Source: an optimization exercise on an open RTL-to-GDS flow (aim: small area and a short achievable clock period). Production flows keep margins and buffers that such runs may drop. Where RTL was checked, it was by simulation tests only, not by an equivalence proof against the original.

==> flow/design.v <==
module Top(
	input clk,
	input reset,
	input signed [31:0] n,
	output reg signed [31:0] c
);
	reg [6:0] x;
	wire s = n[31];
	wire [4:0] rem [4:29];
	wire [24:0] q;
	assign rem[4] = {1'b0, n[30:27]} + {1'b0, s, 2'b00, s};    
	genvar i;
	generate
		for (i = 4; i < 29; i = i + 1) begin : div
			wire [4:0] r = rem[i];
			wire b = n[30-i];
			wire o = r[1] | r[0] | b;
			wire ge = r[4] | (r[3] & r[2] & o);    
			assign q[28-i] = ge;
			assign rem[i+1] = {r[3] ^ (ge & r[2] & o), r[2] ^ (ge & o),
			                   r[1] ^ (ge & ~r[0] & ~b), r[0] ^ (ge & ~b), b ^ ge};
		end
	endgenerate
	wire [6:0] rr = {rem[29], n[1:0]};    
	wire [7:0] sm = {1'b0, x} + {1'b0, rr};
	wire ge100 = (sm >= 8'd100);
	wire le100 = (sm <= 8'd100);
	wire [6:0] xn = ge100 ? sm[6:0] - 7'd100 : sm[6:0];
	wire xz = (x == 7'd0);
	wire rz = (rr == 7'd0);
	wire k0 = s ? (~xz & le100) : (ge100 | (xz & rz));
	wire k1 = s & xz & rz;
	always @(posedge clk) begin
		if (reset) begin
			x <= 7'd50;
			c <= 32'sd0;
		end else begin
			x <= xn;
			c <= c + (q[24:0] ^ {25{s}}) + {k1, k0};
		end
	end
endmodule
Settings: LEC_CHECK=0, ABC_AREA=1, CAP_MARGIN=20, CORE_MARGIN=2, CORE_UTILIZATION=40, CTS_BUF_LIST=sky130_fd_sc_hd__clkbuf_8, SLEW_MARGIN=20; clock period 76.0 ns.
standard.sh (not shown) runs the stock make flow with config.mk's settings and CLKGATE_MAP_FILE= SYNTH_SCRIPT=/design/flow/synth_recipe.tcl, a recipe that flattens the netlist after the stock synthesis.
==> flow/flow/run.sh <==
#!/bin/bash
# Standard ORFS layout, except that synthesis maps the logic with an
# area-oriented ABC script and without Yosys's full-adder extraction, and
# the port buffers are the smallest buffer cell.
set -euo pipefail
W=$(pwd)
rm -rf "$W/scripts_area"
cp -r "$FLOW_HOME/scripts" "$W/scripts_area"
cp "$W/flow/abc_area.script" "$W/scripts_area/abc_area.script"
SCRIPTS_DIR="$W/scripts_area" ADDER_MAP_FILE= bash standard.sh synth > "$W/synth.log" 2>&1
export BUFFER_PORTS_ARGS="-buffer_cell sky130_fd_sc_hd__buf_1"
bash standard.sh > "$W/layout.log" 2>&1
==> flow/flow/abc_area.script <==
strash
dc2
dch -f
amap -x
topo
stime -c
Then changed:
--- a/flow/design.v
+++ b/flow/design.v
@@ -7,10 +7,10 @@
 	reg [6:0] x;
 	wire s = n[31];
-	wire [4:0] rem [4:29];
-	wire [24:0] q;
-	assign rem[4] = {1'b0, n[30:27]} + {1'b0, s, 2'b00, s};    
+	wire [4:0] rem [0:29];
+	wire [28:0] q;
+	assign rem[0] = {s, s, 3'b000};    
 	genvar i;
 	generate
-		for (i = 4; i < 29; i = i + 1) begin : div
+		for (i = 0; i < 29; i = i + 1) begin : div
 			wire [4:0] r = rem[i];
 			wire b = n[30-i];
Effect: The changed run finished clean. Via count rises by 0.94%. Cell area climbs by 0.58%. Utilization rises by 0.27 points. Setup slack got worse by 1000 ps. Sequential share of layout area barely changes.

========
## red
Top, a different RTL version from the one above (not shown whole).
Size in the first run: roughly 66 I/O pins, ~4000 µm² of cells after synthesis.
==> module Top, before the edit <==
module Top(
	input clk,
	input reset,
	input signed [31:0] n,
	output reg signed [31:0] c
);
	reg [6:0] x;
	wire s = n[31];
	wire [4:0] rem [4:29];
	wire [24:0] q;
	assign rem[4] = {1'b0, n[30:27]} + {1'b0, s, 2'b00, s};    
	genvar i;
	generate
		for (i = 4; i < 29; i = i + 1) begin : div
			wire [4:0] r = rem[i];
			wire b = n[30-i];
			wire o = r[1] | r[0] | b;
			wire ge = r[4] | (r[3] & r[2] & o);    
			assign q[28-i] = ge;
			assign rem[i+1] = {r[3] ^ (ge & r[2] & o), r[2] ^ (ge & o),
			                   r[1] ^ (ge & ~r[0] & ~b), r[0] ^ (ge & ~b), b ^ ge};
		end
	endgenerate
	wire [6:0] rr = {rem[29], n[1:0]};    
	wire [7:0] sm = {1'b0, x} + {1'b0, rr};
	wire ge100 = (sm >= 8'd100);
	wire le100 = (sm <= 8'd100);
	wire [6:0] xn = ge100 ? sm[6:0] - 7'd100 : sm[6:0];
	wire xz = (x == 7'd0);
	wire rz = (rr == 7'd0);
	wire k0 = s ? (~xz & le100) : (ge100 | (xz & rz));
	wire k1 = s & xz & rz;
	wire [24:0] b = q[24:0] ^ {25{s}};
	wire [29:0] n4 = n[31:2];
	wire [25:0] ic;
	wire [24:0] bk;
	wire [25:0] z;    
	wire [25:5] u;    
	assign z[0] = 1'b1;
	assign u[5] = 1'b1;
	assign ic[0] = 1'b0;
	assign ic[1] = k1;
	assign bk[0] = b[0];
	generate
		for (i = 0; i < 25; i = i + 1) begin : zp
			assign z[i+1] = z[i] & ~n4[i];
			if (i >= 5) begin : up
				assign u[i+1] = u[i] & ~n4[i];
			end
		end
		for (i = 1; i < 25; i = i + 1) begin : inc
			assign bk[i] = b[i] ^ ic[i];
		end
		for (i = 2; i < 26; i = i + 1) begin : cj
			wire w;
			if (i <= 3) begin : lo
				assign w = n4[0] & (n4[i-1:1] == 0);
			end else if (i == 4) begin : m4
				assign w = (n4[3:0] == 4'd9);
			end else begin : hi
				assign w = (n4[4:0] == 5'd25) & u[i];
			end
			assign ic[i] = k1 & (z[i] | w);
		end
	endgenerate
	wire [31:0] bv = {6'd0, ic[25], bk};
	wire [31:0] pp = c ^ bv;
	wire [31:0] gg = c & bv;
	wire [32:0] lc, lp, cy;
	wire bcin [6:31];
	wire [31:0] sum;
	assign cy[0] = k0;
	generate
		for (i = 0; i < 32; i = i + 1) begin : add
			localparam START = (i == 6) || (i == 13) || (i == 20) || (i == 26);
			if (i < 6) begin : rip
				assign cy[i+1] = gg[i] | (pp[i] & cy[i]);
			end else begin : blk
				wire lci = START ? 1'b0 : lc[i];
				wire lpi = START ? 1'b1 : lp[i];
				wire cin = START ? cy[i] : bcin[i-1];
				assign bcin[i] = cin;
				assign lc[i+1] = gg[i] | (pp[i] & lci);
				assign lp[i+1] = pp[i] & lpi;
				assign cy[i+1] = lc[i+1] | (lp[i+1] & cin);
			end
			assign sum[i] = pp[i] ^ cy[i];
		end
	endgenerate
	assign lc[6:0] = 7'd0;
	assign lp[6:0] = 7'd0;
	always @(posedge clk) begin
		if (reset) begin
			x <= 7'd50;
			c <= 32'sd0;
		end else begin
			x <= xn;
			c <= sum;
		end
	end
endmodule
clock: 76.0 ns
lec_check: 0
abc_area: 1
cap_margin: 20
core_margin: 2
core_utilization: 40
cts_buf_list: sky130_fd_sc_hd__clkbuf_8
slew_margin: 20
Scripts as last shown in full above: flow/flow/run.sh, flow/flow/abc_area.script
red reached the end of the flow, and the finished layout is clean on the timing, design-rule and antenna checks.
[inputs] blue vs red
==> flow/design.v <==
module Top(
	input clk,
	input reset,
	input signed [31:0] n,
	output reg signed [31:0] c
);
	reg [6:0] x;
	wire s = n[31];
	wire [4:0] rem [4:29];
	wire [24:0] q;
	assign rem[4] = {1'b0, n[30:27]} + {1'b0, s, 2'b00, s};    
	genvar i;
	generate
		for (i = 4; i < 29; i = i + 1) begin : div
			wire [4:0] r = rem[i];
			wire b = n[30-i];
			wire o = r[1] | r[0] | b;
			wire ge = r[4] | (r[3] & r[2] & o);    
			assign q[28-i] = ge;
			assign rem[i+1] = {r[3] ^ (ge & r[2] & o), r[2] ^ (ge & o),
			                   r[1] ^ (ge & ~r[0] & ~b), r[0] ^ (ge & ~b), b ^ ge};
		end
	endgenerate
	wire [6:0] rr = {rem[29], n[1:0]};    
	wire [7:0] sm = {1'b0, x} + {1'b0, rr};
	wire ge100 = (sm >= 8'd100);
	wire le100 = (sm <= 8'd100);
	wire [6:0] xn = ge100 ? sm[6:0] - 7'd100 : sm[6:0];
	wire xz = (x == 7'd0);
	wire rz = (rr == 7'd0);
	wire k0 = s ? (~xz & le100) : (ge100 | (xz & rz));
	wire k1 = s & xz & rz;
	wire [24:0] b = q[24:0] ^ {25{s}};
	wire [25:0] ic;
	wire [24:0] bk;
	assign ic[0] = 1'b0;
	assign ic[1] = k1;
	assign bk[0] = b[0];
	wire [32:0] cy;
	wire [31:0] sum;
	assign cy[0] = k0;
	generate
		for (i = 1; i < 25; i = i + 1) begin : inc
			assign bk[i] = b[i] ^ ic[i];
			assign ic[i+1] = b[i] & ic[i];
		end
		for (i = 0; i < 32; i = i + 1) begin : add
			wire bb = (i < 25) ? bk[i] : (i == 25) ? ic[25] : 1'b0;
			assign sum[i] = c[i] ^ bb ^ cy[i];
			assign cy[i+1] = (c[i] & bb) | (cy[i] & (c[i] ^ bb));
		end
	endgenerate
	always @(posedge clk) begin
		if (reset) begin
			x <= 7'd50;
			c <= 32'sd0;
		end else begin
			x <= xn;
			c <= sum;
		end
	end
endmodule
Findings:
- blue vs red, portion of the clock cycle consumed by the worst path in the final layout went down by 1.9 points.
- On design area, red beats blue.
- Of red and blue, the run reporting the higher post-layout worst setup margin was blue.
- Relative to red, routed wire length has decreased by 5.3% in blue.
- Going from red to blue, synthesized area shrinks by 18 µm².
- Violation count after the first detailed-route iteration (red / blue): 0.818
- blue vs red — synthesized instance count dropped slightly
- As of blue, largest net degree at the start of global routing had risen by more than a quarter compared to red.
For red, only the layout was checked, not whether the RTL still works.

## port drivers added, routing unchanged
How much do the figures lean on ideal ports? The routed layouts below were timed once more, with nothing changed but the port constraints.
Step 1 assumes that a clkbuf_16 drives the clock port and a buf_2 every other input.
Step 2 moves the port delays by t, midway between the first and last clock arrival at a register: inputs arrive t later, outputs are due t later. That takes back most of the time a late clock gives input paths.
Slacks: no drivers / after step 1 / after step 2; pairs: no drivers / after step 1.
run | t (ns) | slack for setup (ns) | hold WS [ns]
the first run of note 1 | 0.307 | 29.270 / 29.276 / 28.969 | 0.456 / 0.456 / 0.456
the second run of note 1 | 0.317 | 28.233 / 28.241 / 27.925 | 0.462 / 0.462 / 0.462
red | 0.330 | 24.696 / 24.702 / 24.372 | 0.458 / 0.458 / 0.458
blue | 0.308 | 26.148 / 26.155 / 25.847 | 0.468 / 0.468 / 0.468
After both steps setup and hold are still met in every run listed. For red, which loses most, drivers alone change the setup slack by +0.006 ns; drivers and shift together by -0.324 ns.
